Context: an optimization exercise on an open-source flow, tuned for small area. The choices shown serve that exercise and are no tape-out recipe. The RTL was checked by simulation tests, not by an equivalence proof against the original design. No activity file was given, so power comes from the tool's default toggle rates.

Design flagteller, start of the top module:
module flagteller(uart, clk_12, rst, uart2);
  input uart;
  wire uart;
  input clk_12;
  wire clk_12;
  input rst;
  wire rst;
  output uart2;
  wire uart2;
  wire [63:0] _0000_;
  wire [6:0] _0001_;
  wire _0002_;
  wire _0003_;
  wire _0004_;
  wire _0005_;
  wire _0006_;
  wire _0007_;
  wire _0008_;
  wire _0009_;
  wire _0010_;
  wire _0011_;
  wire _0012_;
  wire _0013_;
  wire _0014_;
  wire _0015_;
  wire _0016_;
  wire _0017_;
  wire _0018_;
  wire _0019_;
  wire _0020_;
  wire _0021_;
  wire _0022_;
  wire _0023_;
  wire _0024_;
  wire _0025_;
  wire _0026_;
  wire _0027_;
  wire _0028_;
  wire _0029_;
  wire _0030_;
  wire _0031_;
  wire _0032_;
  wire _0033_;
  wire _0034_;
  wire _0035_;
  wire _0036_;
  wire _0037_;
  wire _0038_;
  wire _0039_;
  wire _0040_;
  wire _0041_;
  wire _0042_;
  wire _0043_;
  wire _0044_;
  wire _0045_;
  wire _0046_;
  wire _0047_;
  wire _0048_;
  wire _0049_;
  wire _0050_;
  wire _0051_;
  wire _0052_;
  wire _0053_;
  wire _0054_;
  wire _0055_;
  wire _0056_;
  wire _0057_;
  wire _0058_;
  wire _0059_;
  wire _0060_;
  wire _0061_;
  wire _0062_;
  wire _0063_;
  wire _0064_;
  wire _0065_;
  wire _0066_;
  wire _0067_;
  wire _0068_;
  wire _0069_;
  wire _0070_;
  wire _0071_;
  wire _0072_;
  wire _0073_;
  wire _0074_;
  wire _0075_;
  wire _0076_;
  wire _0077_;
  wire _0078_;
  wire _0079_;
  wire _0080_;
  wire _0081_;
  wire _0082_;
  wire _0083_;
  wire _0084_;
  wire _0085_;
  wire _0086_;
  wire _0087_;
  wire _0088_;
  wire _0089_;
  wire _0090_;
  wire _0091_;
  wire _0092_;
  wire _0093_;
  wire _0094_;
  wire _0095_;
  wire _0096_;
  wire _0097_;
  wire _0098_;
  wire _0099_;
  wire _0100_;
  wire _0101_;
  wire _0102_;
  wire _0103_;
  wire _0104_;
  wire _0105_;
  wire _0106_;
  wire _0107_;
  wire _0108_;
  wire _0109_;
  wire _0110_;
  wire _0111_;
  wire _0112_;
  wire _0113_;
  wire _0114_;
  wire _0115_;
  wire _0116_;
  ...
For scale: about 620 cells after synthesis, about 110 flip-flops, about 4 I/O pins, ~6300 um^2 of cells after synthesis.
==> flow/config.mk <==
export PLATFORM = sky130hd
export DESIGN_NAME = flagteller
export DESIGN_NICKNAME = flagteller
export VERILOG_FILES = /design/flow/design.v
export SDC_FILE = /design/flow/constraint.sdc
export NUM_CORES = 4
export LEC_CHECK = 0
export CAP_MARGIN = 20
export CORE_MARGIN = 2
export CORE_UTILIZATION = 60
export CTS_BUF_LIST = sky130_fd_sc_hd__clkbuf_8
export CTS_CLUSTER_DIAMETER = 60
export CTS_CLUSTER_SIZE = 20
export PLACE_DENSITY = 0.7
export SLEW_MARGIN = 20
==> flow/constraint.sdc <==
create_clock -name core_clock -period 5.0 [get_ports {clk_12}]
set_input_delay 1.0000 -clock core_clock [delete_from_list [all_inputs] [get_ports {clk_12}]]
set_output_delay 1.0000 -clock core_clock [all_outputs]
set_load 0.01 [all_outputs]
standard.sh (not shown) runs the stock make flow with config.mk's settings and CLKGATE_MAP_FILE= SYNTH_SCRIPT=/design/flow/synth_recipe.tcl, a recipe that flattens the netlist after the stock synthesis.
==> flow/flow/run.sh <==
#!/bin/bash
# Standard layout, except that clock tree synthesis inserts no dummy loads.
set -euo pipefail
export CTS_ARGS="-sink_clustering_enable -repair_clock_nets -dont_use_dummy_load -sink_clustering_size 50 -sink_clustering_max_diameter 300 -sink_clustering_levels 1 -buf_list sky130_fd_sc_hd__clkbuf_8"
bash standard.sh > standard.log 2>&1
The starting point finished with timing, DRC and antenna clean.
Rerun with:
==> flow/flow/run.sh (replaced) <==
#!/bin/bash
# Standard layout, except that clock tree synthesis inserts no dummy loads.
set -euo pipefail
export CTS_ARGS="-sink_clustering_enable -repair_clock_nets -dont_use_dummy_load -sink_clustering_size 20 -sink_clustering_max_diameter 60 -buf_list sky130_fd_sc_hd__clkbuf_8"
export RECOVER_POWER=100
bash standard.sh > standard.log 2>&1
After rerunning:
- With this change the flow finished but failed the layout checks on max-capacitance violations, max-slew violations
- final cell count stays the same
- final area stays flat
- combinational power stays flat
- hold slack is better by 0.0054 ns
- routed wire length is about the same
- clock skew barely changes
- worst setup slack is worse by 0.49 ns
- power stays flat
- synthesized area does not change
- via count came out lower by about 0.43%
- register-to-register slack is worse by 0.49 ns
Rerun with:
--- a/flow/flow/run.sh
+++ b/flow/flow/run.sh
@@ -4,3 +4,2 @@
 export CTS_ARGS="-sink_clustering_enable -repair_clock_nets -dont_use_dummy_load -sink_clustering_size 20 -sink_clustering_max_diameter 60 -buf_list sky130_fd_sc_hd__clkbuf_8"
-export RECOVER_POWER=100
 bash standard.sh > standard.log 2>&1
--- a/flow/config.mk
+++ b/flow/config.mk
@@ -7,2 +7,3 @@
 export LEC_CHECK = 0
+export ABC_AREA = 1
 export CAP_MARGIN = 20
Outcome: Now the flow passed the timing, DRC and antenna checks; core utilization climbs by 0.65 points; sequential share of layout area drops by 0.27 points; die area drops by 1.0%; power climbs by 14%; register-to-register slack gains 0.60 ns; non-clock buffer count drops by 1; global-route usage climbs by 2.6 points; maximum frequency climbs by 19%.
Rerun with:
==> flow/flow/run.sh (replaced) <==
#!/bin/bash
# Standard layout, except that clock tree synthesis inserts no dummy loads.
set -euo pipefail
export CTS_ARGS="-repair_clock_nets -dont_use_dummy_load -buf_list sky130_fd_sc_hd__clkbuf_8"
bash standard.sh > standard.log 2>&1
--- a/flow/config.mk
+++ b/flow/config.mk
@@ -7,3 +7,2 @@
 export LEC_CHECK = 0
-export ABC_AREA = 1
 export CAP_MARGIN = 20
Result: The new run went through all stages and came out clean; synthesized cell count decreases by 9.8%; cell area decreases by 0.33%; register-to-register slack degrades by 0.11 ns; worst setup slack degrades by 0.11 ns; synthesized area increases by 1.1%; routed wire length decreases by 7.1%; final cell count decreases by 9.8%; clock skew increases by 0.0063 ns; total power decreases by 13%.

[afterwards: timing with drivers on the ports]
In the flow no input, the clock included, has a driving cell. The finished layouts below were timed again as built, in two steps. Step 1 (the two cells are an assumption about what drives the block):
set clk [get_ports {clk_12}]
set_driving_cell -lib_cell sky130_fd_sc_hd__clkbuf_16 $clk
set_driving_cell -lib_cell sky130_fd_sc_hd__buf_2 [delete_from_list [all_inputs] $clk]
Step 2 moves the port delays by t, midway between the first and last clock arrival at a register: inputs arrive t later, outputs are due t later. That takes back most of the time a late clock gives input paths. Three values: no drivers, after step 1, after step 2; two values: the first two.
run | t (ns) | setup WS [ns] | worst setup path after step 2 | worst slew at a driven data input, ns | cell pins on the clock port's net
the first run | 0.413 | 1.771 / 1.771 / 1.554 | input to register | 0.03 | 1
the second run | 0.414 | 1.284 / 1.284 / 1.284 | register to register | 0.03 | 1
the third run | 0.401 | 1.885 / 1.885 / 1.840 | input to register | 0.03 | 1
the fourth run | 0.413 | 1.771 / 1.771 / 1.554 | input to register | 0.03 | 1
